What follows belongs to an exercise in optimizing a design on an open flow for small area; a production flow would make more cautious choices. Where RTL was checked, it was by simulation tests only, not by an equivalence proof against the original. Power and IR drop assume default switching activity.

==> trial 83: inputs <==
Design pll, start of the top module:
module pll(
	input clk,
	input reset,
	input sig_in,
	input [6:0] phase_adj,      
	input [11:0] delay_adj,     
	input [15:0] default_freq,  
	output osc_out,
	output reg sig_bad,
	output reg [14-1:0] per_avg);
clock: 10.0 ns
lec_check: 0
cap_margin: 20
core_margin: 2
core_utilization: 45
cts_buf_list: sky130_fd_sc_hd__clkbuf_4
slew_margin: 20
run.sh (not shown) runs the stock make flow with config.mk's settings and CLKGATE_MAP_FILE= SYNTH_SCRIPT=/design/flow/synth_recipe.tcl, a recipe that flattens the netlist after the stock synthesis.
==> inputs of build 93, as changes to trial 83 <==
==> flow/design.v (replaced) <==
module pll(
	input clk, 
	input reset,
	input sig_in,
	input [6:0] phase_adj,      
	input [11:0] delay_adj,     
	input [15:0] default_freq,  
	output reg osc_out,
	output reg sig_bad,
	output reg [14-1:0] per_avg);
	reg [15:0] freq, freq_nxt, diff, diff_nxt;
	reg        fb, fb_nxt, fb_buf_dly, sig, sig_dly, sig_buf_dly, osc, osc_dly;
	reg        sig_bad_nxt;
	reg [768 - 1:0] sig_buffer, fb_buffer;
	wire fb_buf = fb_buffer[768 - 1];
	wire sig_buf = sig_buffer[768 - 1];
	reg [23:0] ctr, ctr_nxt, osc_nxt;
	reg [16:0] freq_nxt_x;
	always @(*) begin
		ctr_nxt = ctr + {8'b0, freq};
		osc_nxt = ctr_nxt + {phase_adj, 17'b0};
		freq_nxt_x = {1'b0, freq} + {diff[15], diff};
		if(!reset)
			freq_nxt = default_freq;
		else if(freq_nxt_x[16])
			freq_nxt = diff[0] ? 16'b0 : 16'hFFFF;
		else
			freq_nxt = freq_nxt_x[15:0];
	end
	always @(posedge clk or negedge reset) begin
		if(!reset) begin
			ctr     <= 24'b0;
			osc     <= 1'b0;
			osc_dly <= 1'b0;
		end else begin
			ctr     <= ctr_nxt;
			osc     <= osc_nxt[23];
			osc_dly <= osc;
		end
	end
	always @(posedge clk) begin
		osc_out <= ctr_nxt[23];
		freq <= freq_nxt;
	end
	reg [1:0] err, err_nxt, err_dif;
	reg       pd_up, pd_up_nxt, pd_dn, pd_dn_nxt;
	wire sig_edge = sig_buf && !sig_buf_dly;
	wire fb_edge  = fb_buf && !fb_buf_dly;
	always @(*) begin
		pd_up_nxt = ((pd_up && pd_dn) || sig_bad) ? 1'b0 : pd_up | sig_edge;
		pd_dn_nxt = ((pd_up && pd_dn) || sig_bad) ? 1'b0 : pd_dn | fb_edge;
		err     = {1'b0, pd_up} - {1'b0, pd_dn};
		err_nxt = {1'b0, pd_up_nxt} - {1'b0, pd_dn_nxt};
		err_dif = err_nxt - err;
		diff_nxt = {{9{err_nxt[1]}}, err_nxt, 5'b0} + {err_dif, 14'b0};
	end
	always @(posedge clk or negedge reset) begin
		if(!reset) begin
			diff  <= 16'b0;
			pd_up <= 1'b0;
			pd_dn <= 1'b0;
		end else begin
			diff  <= diff_nxt;
			pd_up <= pd_up_nxt;
			pd_dn <= pd_dn_nxt;
		end
	end
	reg [11:0] dly_ctr, dly_ctr_nxt, dly_ctr_max;
	reg        dly_count, dly_count_nxt;
	always @(*) begin
		dly_count_nxt = dly_count;
		dly_ctr_nxt = dly_ctr;
		fb_nxt = fb;
		if(osc ^ osc_dly) begin
			dly_ctr_nxt = dly_ctr_max;
			dly_count_nxt = 1'b1;
		end else if(!dly_ctr) begin
			dly_count_nxt = 1'b0;
			fb_nxt = osc;
		end else if(dly_count) begin
			dly_ctr_nxt = dly_ctr - 1;
		end
	end
	always @(posedge clk or negedge reset) begin
		if(!reset) begin
			dly_ctr   <= 12'b0;
			dly_count <= 1'b0;
			fb        <= 1'b0;
			sig       <= 1'b0;
		end else begin
			dly_ctr   <= dly_ctr_nxt;
			dly_count <= dly_count_nxt;
			fb        <= fb_nxt;
			sig       <= sig_in;
		end
	end
	always @(posedge clk) begin
		dly_ctr_max <= delay_adj;
		sig_dly     <= sig;
		sig_buf_dly <= sig_buf;
		fb_buf_dly  <= fb_buf;
	end
	reg [14-1:0] per_buffer[4 - 1:0];
	reg [14-1:0] per_ctr, per_ctr_nxt, bad_ctr, bad_ctr_nxt, trn_ctr, trn_ctr_nxt;
	reg [14-1:0] post_bad_ctr, post_bad_ctr_nxt;
	reg     [3:0] flush_ctr, flush_ctr_nxt;
	reg           per_upd, per_upd_nxt, post_bad_cnt, post_bad_cnt_nxt;
	wire [14:0] per_buf_sum00 = {1'b0, per_buffer[0]} + {1'b0, per_buffer[1]};
	wire [14:0] per_buf_sum01 = {1'b0, per_buffer[2]} + {1'b0, per_buffer[3]};
	wire [14:0] per_buf_sum10 = {1'b0, per_buf_sum00[14:1]} + {1'b0, per_buf_sum01[14:1]};
	wire not_flushed = |(flush_ctr);
	wire trn_bad = (trn_ctr < {2'b0, per_avg[14-1:2]}) || (trn_ctr > per_avg);
	always @(*) begin
		if(per_upd)
			per_ctr_nxt = 14'b0;
		else
			per_ctr_nxt = per_ctr + 1;
		per_upd_nxt = fb && !fb_buffer[0];
		if(per_upd_nxt && not_flushed)
			flush_ctr_nxt = flush_ctr - 1;
		else
			flush_ctr_nxt = flush_ctr;
		if(sig ^ sig_dly)
			trn_ctr_nxt = 1'b0;
		else if(trn_ctr == 14'hFFFF)
			trn_ctr_nxt = trn_ctr;
		else
			trn_ctr_nxt = trn_ctr + 1;
		if((sig ^ sig_dly && (trn_ctr < {2'b0, per_avg[14-1:2]})) ||
		   (trn_ctr > per_avg) || not_flushed)
			bad_ctr_nxt = 768;
		else if(bad_ctr == 14'b0)
			bad_ctr_nxt = 14'b0;
		else
			bad_ctr_nxt = bad_ctr - 1;
		post_bad_ctr_nxt = post_bad_ctr;
		post_bad_cnt_nxt = post_bad_cnt;
		if(bad_ctr) begin
			post_bad_ctr_nxt = {2'b0, per_avg[14-1:2]};
		end else if(post_bad_ctr && (post_bad_cnt || fb_edge)) begin
			post_bad_ctr_nxt = post_bad_ctr - 1;
			post_bad_cnt_nxt = 1'b1;
		end else if(!post_bad_ctr) begin
			post_bad_ctr_nxt = 14'b0;
			post_bad_cnt_nxt = 1'b0;
		end
		sig_bad_nxt = (|(bad_ctr)) || (|(post_bad_ctr));
	end
	always @(posedge clk or negedge reset) begin
		if(!reset) begin
			per_ctr      <= 14'b0;
			trn_ctr      <= 14'b0;
			per_avg      <= 14'b0;
			per_upd      <= 1'b1;
			bad_ctr      <= 14'b0;
			sig_bad      <= 1'b0;
			post_bad_ctr <= 14'b0;
			post_bad_cnt <= 1'b0;
			flush_ctr    <= 8;
		end else begin
			per_ctr      <= per_ctr_nxt;
			trn_ctr      <= trn_ctr_nxt;
			per_avg      <= per_buf_sum10[14:1];
			per_upd      <= per_upd_nxt;
			bad_ctr      <= bad_ctr_nxt;
			sig_bad      <= sig_bad_nxt;
			post_bad_ctr <= post_bad_ctr_nxt;
			post_bad_cnt <= post_bad_cnt_nxt;
			flush_ctr    <= flush_ctr_nxt;
		end
	end
	integer i;
	always @(posedge clk) begin
		if(per_upd) begin
			for(i = 0; i < 4 - 1; i = i + 1)
				per_buffer[i + 1] <= per_buffer[i];
			per_buffer[0] <= per_ctr;
		end
		sig_buffer <= {sig_buffer[768-2:0], sig_dly};
		fb_buffer  <= {fb_buffer [768-2:0], fb     };
	end
endmodule
==> flow/config.mk (replaced) <==
export PLATFORM = sky130hd
export DESIGN_NAME = pll
export DESIGN_NICKNAME = pll
export VERILOG_FILES = /design/flow/design.v
export SDC_FILE = /design/flow/constraint.sdc
export NUM_CORES = 4
export LEC_CHECK = 0
export CAP_MARGIN = 20
export CORE_MARGIN = 2
export CORE_UTILIZATION = 45
export SLEW_MARGIN = 20
==> inputs of trial 75, as changes to trial 83 <==
==> flow/design.v (replaced) <==
module pll(
	input clk,
	input reset,
	input sig_in,
	input [6:0] phase_adj,      
	input [11:0] delay_adj,     
	input [15:0] default_freq,  
	output osc_out,
	output reg sig_bad,
	output [14-1:0] per_avg);
	reg [15:0] freq, freq_nxt, diff;
	reg        pd_up_d, pd_dn_d;
	reg        fb, fb_nxt, fb_d1, sig, sig_dly, sig_buf_dly, osc, osc_dly;
	reg        sig_bad_nxt;
	reg [768 - 1:0] sig_buffer;
	wire sig_buf = sig_buffer[768 - 1];
	reg [23:0] ctr, ctr_nxt, osc_nxt;
	reg [16:0] freq_nxt_x;
	assign osc_out = ctr[23];
	always @(*) begin
		ctr_nxt = ctr + {8'b0, freq};
		osc_nxt = ctr_nxt + {phase_adj, 17'b0};
		freq_nxt_x = {1'b0, freq} + {diff[15], diff};
		if(!reset)
			freq_nxt = default_freq;
		else if(freq_nxt_x[16])
			freq_nxt = 16'hFFFF;  
		else
			freq_nxt = freq_nxt_x[15:0];
	end
	always @(posedge clk or negedge reset) begin
		if(!reset) begin
			ctr     <= 24'b0;
			osc     <= 1'b0;
		end else begin
			ctr     <= ctr_nxt;
			osc     <= osc_nxt[23];
		end
	end
	always @(posedge clk) begin
		freq    <= freq_nxt;
		osc_dly <= osc;
		pd_up_d <= pd_up;
		pd_dn_d <= pd_dn;
	end
	reg [1:0] err, err_prev, err_dif;
	reg       pd_up, pd_up_nxt, pd_dn, pd_dn_nxt;
	wire sig_edge = sig_buf && !sig_buf_dly;
	wire fb_edge;
	always @(*) begin
		pd_up_nxt = ((pd_up && pd_dn) || sig_bad) ? 1'b0 : pd_up | sig_edge;
		pd_dn_nxt = ((pd_up && pd_dn) || sig_bad) ? 1'b0 : pd_dn | fb_edge;
		err      = {1'b0, pd_up} - {1'b0, pd_dn};
		err_prev = {1'b0, pd_up_d} - {1'b0, pd_dn_d};
		err_dif  = err - err_prev;
		diff     = {{9{err[1]}}, err, 5'b0} + {err_dif, 14'b0};
	end
	always @(posedge clk or negedge reset) begin
		if(!reset) begin
			pd_up   <= 1'b0;
			pd_dn   <= 1'b0;
		end else begin
			pd_up   <= pd_up_nxt;
			pd_dn   <= pd_dn_nxt;
		end
	end
	reg [11:0] dly_ctr, dly_ctr_nxt;
	always @(*) begin
		dly_ctr_nxt = dly_ctr;
		fb_nxt = fb;
		if(osc ^ osc_dly)
			dly_ctr_nxt = dly_ctr;
		else begin
			if(!dly_ctr)
				fb_nxt = osc;
			else
				dly_ctr_nxt = dly_ctr - 1;
			if(osc_nxt[23] ^ osc)
				dly_ctr_nxt = delay_adj;
		end
	end
	always @(posedge clk or negedge reset) begin
		if(!reset) begin
			dly_ctr   <= 12'b0;
			sig       <= 1'b0;
		end else begin
			dly_ctr   <= dly_ctr_nxt;
			sig       <= sig_in;
		end
	end
	always @(posedge clk) begin
		fb          <= fb_nxt;
		sig_dly     <= sig;
		sig_buf_dly <= sig_buf;
		fb_d1       <= fb;
	end
	reg [14-1:0] per_buffer[4 - 1:0];
	reg [14-1:0] per_ctr, per_ctr_nxt, trn_ctr, trn_ctr_nxt;
	reg     [9:0] bad_ctr, bad_ctr_nxt;
	reg    [11:0] post_bad_ctr, post_bad_ctr_nxt;
	reg     [3:0] flush_ctr, flush_ctr_nxt;
	reg           per_upd, per_upd_nxt, per_upd_d, post_bad_cnt, post_bad_cnt_nxt;
	wire [14:0] per_buf_sum00 = {1'b0, per_buffer[0]} + {1'b0, per_buffer[1]};
	wire [14:0] per_buf_sum01 = {1'b0, per_buffer[2]} + {1'b0, per_buffer[3]};
	wire [14:0] per_buf_sum10 = {1'b0, per_buf_sum00[14:1]} + {1'b0, per_buf_sum01[14:1]};
	wire [14-1:0] per_avg_r = per_buf_sum10[14:1];
	assign per_avg = reset ? per_avg_r : 14'b0;
	wire not_flushed = |(flush_ctr);
	always @(*) begin
		if(per_upd_d)
			per_ctr_nxt = 14'b0;
		else
			per_ctr_nxt = per_ctr + 1;
		per_upd_nxt = fb && !fb_d1;
		if(per_upd_nxt && not_flushed)
			flush_ctr_nxt = flush_ctr - 1;
		else
			flush_ctr_nxt = flush_ctr;
		if(sig ^ sig_dly)
			trn_ctr_nxt = 1'b0;
		else if(trn_ctr == 14'h3FFF)
			trn_ctr_nxt = trn_ctr;
		else
			trn_ctr_nxt = trn_ctr + 1;
		if((sig ^ sig_dly && (trn_ctr < {2'b0, per_avg_r[14-1:2]})) ||
		   (trn_ctr > per_avg_r) || not_flushed)
			bad_ctr_nxt = 768;
		else if(bad_ctr == 10'b0)
			bad_ctr_nxt = 10'b0;
		else
			bad_ctr_nxt = bad_ctr - 1;
		post_bad_ctr_nxt = post_bad_ctr;
		post_bad_cnt_nxt = post_bad_cnt;
		if(bad_ctr) begin
			post_bad_ctr_nxt = per_avg_r[14-1:2];
		end else if(post_bad_ctr && (post_bad_cnt || fb_edge)) begin
			post_bad_ctr_nxt = post_bad_ctr - 1;
			post_bad_cnt_nxt = 1'b1;
		end else if(!post_bad_ctr) begin
			post_bad_ctr_nxt = 12'b0;
			post_bad_cnt_nxt = 1'b0;
		end
		sig_bad_nxt = (|(bad_ctr)) || (|(post_bad_ctr));
	end
	always @(posedge clk or negedge reset) begin
		if(!reset) begin
			trn_ctr      <= 14'b0;
			per_upd      <= 1'b1;
			bad_ctr      <= 10'b0;
			sig_bad      <= 1'b0;
			post_bad_ctr <= 12'b0;
			post_bad_cnt <= 1'b0;
			flush_ctr    <= 8;
		end else begin
			trn_ctr      <= trn_ctr_nxt;
			per_upd      <= per_upd_nxt;
			bad_ctr      <= bad_ctr_nxt;
			sig_bad      <= sig_bad_nxt;
			post_bad_ctr <= post_bad_ctr_nxt;
			post_bad_cnt <= post_bad_cnt_nxt;
			flush_ctr    <= flush_ctr_nxt;
		end
	end
	integer i;
	always @(posedge clk) begin
		per_upd_d <= per_upd;
		per_ctr   <= per_ctr_nxt;
		if(per_upd_d) begin
			for(i = 0; i < 4 - 1; i = i + 1)
				per_buffer[i + 1] <= per_buffer[i];
			per_buffer[0] <= per_ctr;
		end
		sig_buffer <= {sig_buffer[768-2:0], sig_dly};
	end
	reg [2:0] fe_n, fe_n_nxt;
	reg [9:0] fe_ctr, fe_ctr_nxt, fe_gap;
	reg [2:0] fe_sel;
	assign fb_edge = (fe_n != 3'd0) && (fe_ctr == 10'd0);
	always @(*) begin
		fe_sel = fe_n - {2'b0, per_upd | per_upd_d};
		case(fe_sel)
			3'd1:    fe_gap = {8'b10111111, per_upd, !per_upd};
			3'd2:    fe_gap = per_buffer[0][9:0];
			3'd3:    fe_gap = per_buffer[1][9:0];
			default: fe_gap = per_buffer[2][9:0];
		endcase
		fe_n_nxt = fe_n + {2'b0, per_upd_nxt} - {2'b0, fb_edge};
		if(fb_edge && fe_n != 3'd1)
			fe_ctr_nxt = fe_gap;
		else if(per_upd_nxt && (fe_n == 3'd0 || fb_edge))
			fe_ctr_nxt = 768 - 1;
		else
			fe_ctr_nxt = fe_ctr - 1;
	end
	always @(posedge clk or negedge reset) begin
		if(!reset)
			fe_n <= 3'd0;
		else
			fe_n <= fe_n_nxt;
	end
	always @(posedge clk)
		fe_ctr <= fe_ctr_nxt;
endmodule
==> flow/flow/run.sh (new file) <==
#!/bin/bash
# The standard ORFS layout, with these changes:
# - synthesis: ABC uses an area script, adders are left to ABC (no full-adder
#   cell extraction) and carry chains are mapped as ripple carry;
# - CTS: clkbuf_8 leaf buffers in clusters of up to 20 sinks, no dummy loads;
# - port buffers are buf_1 cells.
# Each step's full output goes to its own log file here.
set -euo pipefail
W=$PWD
sed "s#SYNTH_SCRIPT=[^ ]*#SYNTH_SCRIPT=$W/flow/synth.tcl#" standard.sh > my_standard.sh
export FLOW_ABC_SCRIPT=$W/flow/abc_area.script
export ADDER_MAP_FILE=
export SYNTH_OPERATIONS_ARGS="-extra-map $W/flow/lcu_ripple.v"
export CTS_ARGS="-sink_clustering_enable -repair_clock_nets -dont_use_dummy_load -buf_list sky130_fd_sc_hd__clkbuf_8 -sink_clustering_size 20 -sink_clustering_max_diameter 50"
export BUFFER_PORTS_ARGS="-buffer_cell sky130_fd_sc_hd__buf_1"
bash my_standard.sh synth > synth.log 2>&1
bash my_standard.sh finish > finish.log 2>&1
==> flow/flow/abc_area.script (new file) <==
strash
&get -n
&fraig -x
&put
scorr
dc2
strash
&get -n
&dch -f
&nf
&put
==> flow/flow/lcu_ripple.v (new file) <==
(* techmap_celltype = "$lcu" *)
module _lcu_ripple (P, G, CI, CO);
	parameter WIDTH = 2;
	(* force_downto *)
	input [WIDTH-1:0] P, G;
	input CI;
	(* force_downto *)
	output [WIDTH-1:0] CO;
	genvar i;
	generate
		for (i = 0; i < WIDTH; i = i + 1) begin : stage
			if (i == 0)
				assign CO[0] = G[0] | (P[0] & CI);
			else
				assign CO[i] = G[i] | (P[i] & CO[i-1]);
		end
	endgenerate
endmodule
==> flow/flow/synth.tcl (new file) <==
# The standard flow's synthesis script (synth_recipe.tcl), with one change: ABC maps the
# logic with an area-oriented script (flow/abc_area.script) in place of
# ORFS's delay-oriented one. Registers are mapped before ABC runs, so they
# are the standard synthesis's.
proc synth {args} { yosys synth -nofsm -noshare {*}$args }
proc abc {args} {
  set i [lsearch $args -script]
  if {$i >= 0} {
    set args [lreplace $args $i [expr {$i + 1}] -script $::env(FLOW_ABC_SCRIPT)]
  }
  yosys abc {*}$args
}
source $::env(SCRIPTS_DIR)/synth.tcl
# left out here: clear keep_hierarchy, flatten, clean up, hide names made inside functions, write 1_2_yosys.v
==> flow/standard.sh (new file) <==
#!/bin/bash
# synth_recipe.tcl (not shown) runs the flow's synth.tcl, then flattens the netlist and writes it again
# the make line also repeats each setting of config.mk as NAME=value (left out here)
make -C /OpenROAD-flow-scripts/flow DESIGN_CONFIG=/design/flow/config.mk WORK_HOME=/design/flow/orfs CLKGATE_MAP_FILE= SYNTH_SCRIPT=/design/flow/synth_recipe.tcl "${@:-finish}"
==> flow/config.mk (replaced) <==
export PLATFORM = sky130hd
export DESIGN_NAME = pll
export DESIGN_NICKNAME = pll
export VERILOG_FILES = /design/flow/design.v
export SDC_FILE = /design/flow/constraint.sdc
export NUM_CORES = 4
export LEC_CHECK = 0
export CAP_MARGIN = 20
export CORE_MARGIN = 2
export CORE_UTILIZATION = 45
export SLEW_MARGIN = 20
removed: flow/run.sh
==> inputs of trial 71, as changes to trial 83 <==
==> flow/config.mk (replaced) <==
export PLATFORM = sky130hd
export DESIGN_NAME = pll
export DESIGN_NICKNAME = pll
export VERILOG_FILES = /design/flow/design.v
export SDC_FILE = /design/flow/constraint.sdc
export NUM_CORES = 4
export LEC_CHECK = 0
export CAP_MARGIN = 20
export CORE_MARGIN = 2
export CORE_UTILIZATION = 45
export SLEW_MARGIN = 20
==> notes <==
Between trial 71 and build 93, the lower sequential power is in trial 71 (gap 40%, measured against build 93).
In flip-flop and latch count, trial 83 and trial 71 do not differ.
The highest global-route usage belongs to trial 83, the lowest to trial 75.
Fmax: trial 75 < build 93 < trial 83 < trial 71.
Hold slack: trial 71 > build 93 > trial 83 > trial 75.
Count of clock-buffer cells in the layout: trial 75 < trial 71 < build 93 < trial 83.
For trial 83, build 93 and trial 71, only the layout was checked, not whether the RTL still works.

static timing again, ports no longer ideal:
The flow's constraints put no driver on any port. The routed layouts listed below were extracted and timed again, unchanged, in two steps. Step 1 sets driving cells, clkbuf_16 on the clock port and buf_2 on the other inputs (assumed; they add their load-dependent delay and slew). Step 2 times the ports against the registers' clock, not the clock port: input delays grow and output delays shrink by t, the midpoint of the rising clock arrivals with the driver on. Three values: ideal ports, drivers, drivers and shift; two values: the first two.
run | t, ns | slack for setup (ns) | worst slew at a driven data input, ns
trial 83 | 0.992 | 5.950 / 5.901 / 5.948 | 0.04
build 93 | 0.788 | 5.910 / 5.910 / 5.910 | 0.04
trial 75 | 0.657 | 0.461 / 0.410 / 1.067 | 0.04
trial 71 | 0.677 | 6.046 / 6.046 / 5.951 | 0.04
After both steps every run listed still meets setup and hold. The setup slack of trial 71, which loses most, moves by 0.000 ns with the drivers and by -0.095 ns with both steps.
